What follows belongs to an exercise in optimizing a design on an open flow for small area; a production flow would make more cautious choices. The RTL was checked by simulation tests, not by an equivalence proof against the original design.

==> quartz <==
Design bossBattleTop, start of the top module:
module bossBattleTop(clk, btnRst, btnLeft, btnRight, btnShoot,
	seg, an, vgaRed, vgaGreen, vgaBlue, Hsync, Vsync
    );
export LEC_CHECK = 0
export CAP_MARGIN = 20
export CORE_MARGIN = 2
export CORE_UTILIZATION = 40
export SLEW_MARGIN = 20
create_clock -name core_clock -period 10.0 [get_ports {clk}]
standard.sh (not shown) runs the stock make flow with config.mk's settings and CLKGATE_MAP_FILE= SYNTH_SCRIPT=/design/flow/synth_recipe.tcl, a recipe that flattens the netlist after the stock synthesis.
==> flow/flow/run.sh <==
#!/bin/bash
# Layout flow: the standard flow (standard.sh, unchanged synthesis and steps), with one
# change: clock tree synthesis adds no dummy loads to balance the tree.
set -euo pipefail
export CTS_ARGS="-sink_clustering_enable -repair_clock_nets -dont_use_dummy_load"
bash standard.sh 2>&1 | tee standard.log
==> violet: changes against quartz <==
==> flow/run.sh (new file) <==
#!/bin/bash
# synth_recipe.tcl (not shown) runs the flow's synth.tcl, then flattens the netlist and writes it again
# the make line also repeats each setting of config.mk as NAME=value (left out here)
make -C /OpenROAD-flow-scripts/flow DESIGN_CONFIG=/design/flow/config.mk WORK_HOME=/design/flow/orfs CLKGATE_MAP_FILE= SYNTH_SCRIPT=/design/flow/synth_recipe.tcl finish
removed: flow/flow/run.sh
removed: flow/standard.sh
==> lagoon: changes against quartz <==
--- a/flow/design.v
+++ b/flow/design.v
@@ -8,17 +8,16 @@
 	input wire display_player,
 	input wire indicate1,
 	input wire indicate2,
 	input wire [4:0] bossHPk,	 
 	input wire [2:0] bossState,	 
 	input wire [5:1] bossAlive,	 
 	input wire [8:0] bossProjY,	 
 	input wire [5:0] playerJ,	 
-	input wire [9:0] playerX,
 	input wire [5:0] pq1, pq2, pq3,	 
 	input wire [8:0] py1, py2, py3,	 
 	input wire [1:0] gameState,
 	output wire hsync,
 	output wire vsync,
 	output reg [2:0] red,
 	output reg [2:0] green,
 	output reg [1:0] blue
@@ -160,21 +159,21 @@
 	bcol = 0;
 	case (bossState)
 		3'd2, 3'd4: bcol = {GEc(hc, 654) && LEc(hc, 674), GEc(hc, 554) && LEc(hc, 574), GEc(hc, 454) && LEc(hc, 474),
 			GEc(hc, 354) && LEc(hc, 374), GEc(hc, 254) && LEc(hc, 274)};
 		3'd3, 3'd5: bcol = {1'b0, GEc(hc, 604) && LEc(hc, 624), GEc(hc, 504) && LEc(hc, 524),
 			GEc(hc, 404) && LEc(hc, 424), GEc(hc, 304) && LEc(hc, 324)};
 		3'd6: begin
 			bcol = {3'b0, GEc(hc, 614) && LEc(hc, 714), GEc(hc, 214) && LEc(hc, 314)};
-			bvy = LEc(dv, 280);
+			bvy = GEc(vc, 231) && LEc(vc, 511);	 
 		end
 		3'd7: begin
 			bcol = {2'b0, GEc(hc, 683) && LEc(hc, 783), GEc(hc, 414) && LEc(hc, 514), GEc(hc, 144) && LEc(hc, 244)};
-			bvy = LEc(dv, 280);
+			bvy = GEc(vc, 231) && LEc(vc, 511);	 
 		end
 		3'd1: begin
 			bcol = {1'b0, GEc(dt, 685) && LEc(dt, 705), GEc(ds, 223) && LEc(ds, 243), GEc(dt, 915) && LEc(dt, 935), GEc(ds, 13) && LEc(ds, 33)};
 			bvy = LEc(dv, 20);
 		end
 		default: ;
 	endcase
 end
@@ -1062,17 +1061,17 @@
 			else if (mvRight && pJ != 6'd51)
 				pJ <= INCr(pJ);
 		end
 	always @(posedge clk)
 		if (!immune && playerHit && playerHP != 0)
 			itimer <= 18'd1;
 		else
 			itimer <= {itimer[16:0], itimer[17] ^ itimer[10]};
-	wire [9:0] playerX = SUBr(SUBr({pJ, 4'b0}, pJ), 16);
+	wire [9:0] pJ15 = SUBr({pJ, 4'b0}, pJ);	 
 	reg display_player;
 	always @(posedge clk)
 		if (immune) begin
 			if (pulse_immune)
 				display_player <= ~display_player;
 		end
 		else
 			display_player <= 1;
@@ -1171,39 +1170,39 @@
 				3'd1: bossAlive[1] <= 0;
 				3'd2: bossAlive[2] <= 0;
 				3'd3: bossAlive[3] <= 0;
 				3'd4: bossAlive[4] <= 0;
 				3'd5: bossAlive[5] <= 0;
 				default: ;
 			endcase
 		end
-	wire [10:0] cm = SUBr(playerX, bossProjY);	 
-	wire [10:0] cp = ADDr(playerX, bossProjY);	 
+	wire [9:0] cm = SUBr(pJ15, bossProjY[6:0]);
+	wire [9:0] cp = ADDr(pJ15, bossProjY[6:0]);
 	reg [5:1] ccol;
 	reg yhit;
 	always @(*) begin
 		ccol = 0;
 		yhit = GEc(bossProjY, 9'd426) && LEc(bossProjY, 9'd486);
 		case (bst)
 			3'd2, 3'd4: ccol = {GEc(pJ, 43) && LEc(pJ, 45), GEc(pJ, 37) && LEc(pJ, 39), GEc(pJ, 30) && LEc(pJ, 32),
 				GEc(pJ, 23) && LEc(pJ, 25), GEc(pJ, 17) && LEc(pJ, 19)};
 			3'd3, 3'd5: ccol = {1'b0, GEc(pJ, 40) && LEc(pJ, 42), GEc(pJ, 33) && LEc(pJ, 35),
 				GEc(pJ, 27) && LEc(pJ, 29), GEc(pJ, 20) && LEc(pJ, 22)};
 			3'd6: begin
 				ccol = {3'b0, GEc(pJ, 41) && LEc(pJ, 48), GEc(pJ, 14) && LEc(pJ, 21)};
-				yhit = GEc(bossProjY, 9'd171) && LEc(bossProjY, 9'd231);
+				yhit = 1'b1;	 
 			end
 			3'd7: begin
 				ccol = {2'b0, GEc(pJ, 45) && LEc(pJ, 51), GEc(pJ, 27) && LEc(pJ, 35), GEc(pJ, 11) && LEc(pJ, 17)};
-				yhit = GEc(bossProjY, 9'd171) && LEc(bossProjY, 9'd231);
+				yhit = 1'b1;	 
 			end
 			3'd1: begin
-				ccol = {1'b0, GEc(cp, 656) && LEc(cp, 704), GEc(cm, 194) && LEc(cm, 242),
-					GEc(cp, 886) && LEc(cp, 934), LEc(cm, 32) || GEc(cm, 11'h7f0)};
+				ccol = {1'b0, GEc(cp, 288) && LEc(cp, 336), GEc(cm, 594) && LEc(cm, 642),
+					GEc(cp, 518) && LEc(cp, 566), GEc(cm, 384) && LEc(cm, 432)};
 				yhit = GEc(bossProjY, 9'd431) && LEc(bossProjY, 9'd491);
 			end
 			default: ;
 		endcase
 	end
 	wire [5:1] ph = (yhit ? ccol : 5'b0) & bossAlive;
 	always @(posedge clk) begin
 		playerHit <= |ph;
@@ -1235,12 +1234,12 @@
 				2'd1: seg = 8'b11111001;
 				2'd2: seg = 8'b10100100;
 				default: seg = 8'b10110000;
 			endcase
 	vga640x480 vgaController(
 		.clk(clk), .dclk_en(en_vga), .hc(u[11:2]), .hend(uend), .rst(rst), .display_player(display_player),
 		.indicate1(indicate1), .indicate2(indicate2), .bossHPk(bossHPk),
 		.bossState(bst), .bossAlive(bossAlive), .bossProjY(bossProjY),
-		.playerJ(pJ), .playerX(playerX), .pq1(pq1), .pq2(pq2), .pq3(pq3),
+		.playerJ(pJ), .pq1(pq1), .pq2(pq2), .pq3(pq3),
 		.py1(py1), .py2(py2), .py3(py3), .gameState(gameState),
 		.hsync(Hsync), .vsync(Vsync), .red(vgaRed), .green(vgaGreen), .blue(vgaBlue));
 endmodule
==> flow/flow/run.sh (replaced) <==
#!/bin/bash
# Layout flow: the standard flow (standard.sh, unchanged synthesis and steps), with two
# changes: the port buffers are the smallest buffer cell, and clock tree synthesis adds no
# dummy loads to balance the tree.
set -euo pipefail
export BUFFER_PORTS_ARGS="-buffer_cell sky130_fd_sc_hd__buf_1"
export CTS_ARGS="-sink_clustering_enable -repair_clock_nets -dont_use_dummy_load"
bash standard.sh 2>&1 | tee standard.log
GPL_TIMING_DRIVEN = 0   (was unset)
==> summary.txt <==
Global Route met1 Usage 0.334; Synth Area per Inst 8.40 µm²; vias in the first global route 12900; outcome complete, no violations; post-synth cell types 95
(the above is from quartz)
==> summary.txt <==
outcome complete, no violations; vias in the first global route 13700; post-synth cell types 91; Global Route met1 Usage 0.365; Synth Area per Inst 8.21 µm²
(the above is from lagoon)
==> summary.txt <==
Synth Area per Inst 8.40 µm²; outcome complete, no violations; row count 71; CLK BUF 18; met3 usage 0.0289; post-synth cell types 95; Global Route met1 Usage 0.335; vias in the first global route 12900
(the above is from violet)

port drivers added, routing unchanged:
Ports are ideal in the flow. The routed layouts listed here were re-timed in OpenROAD.
Step 1 assumes that a clkbuf_16 drives the clock port and a buf_2 every other input.
Step 2 also shifts input and output timing later by t, the mid clock arrival at the registers, as if the neighbouring blocks saw the same clock.
a / b / c = ideal / step 1 / step 2; a / b = the first two.
| run | t (ns) | setup WS [ns] | hold WS [ns] | worst setup path at the end | worst slew at a driven data input, ns |
|---|---|---|---|---|---|
| quartz | 0.497 | 1.279 / 1.226 / 1.723 | 0.357 / 0.357 / 0.357 | register to output | 0.03 |
| violet | 0.506 | 1.266 / 1.215 / 1.722 | 0.359 / 0.359 / 0.359 | register to output | 0.03 |
| lagoon | 0.485 | 0.901 / 0.851 / 1.336 | 0.353 / 0.353 / 0.353 | register to output | 0.04 |
After both steps every run listed still meets setup and hold.
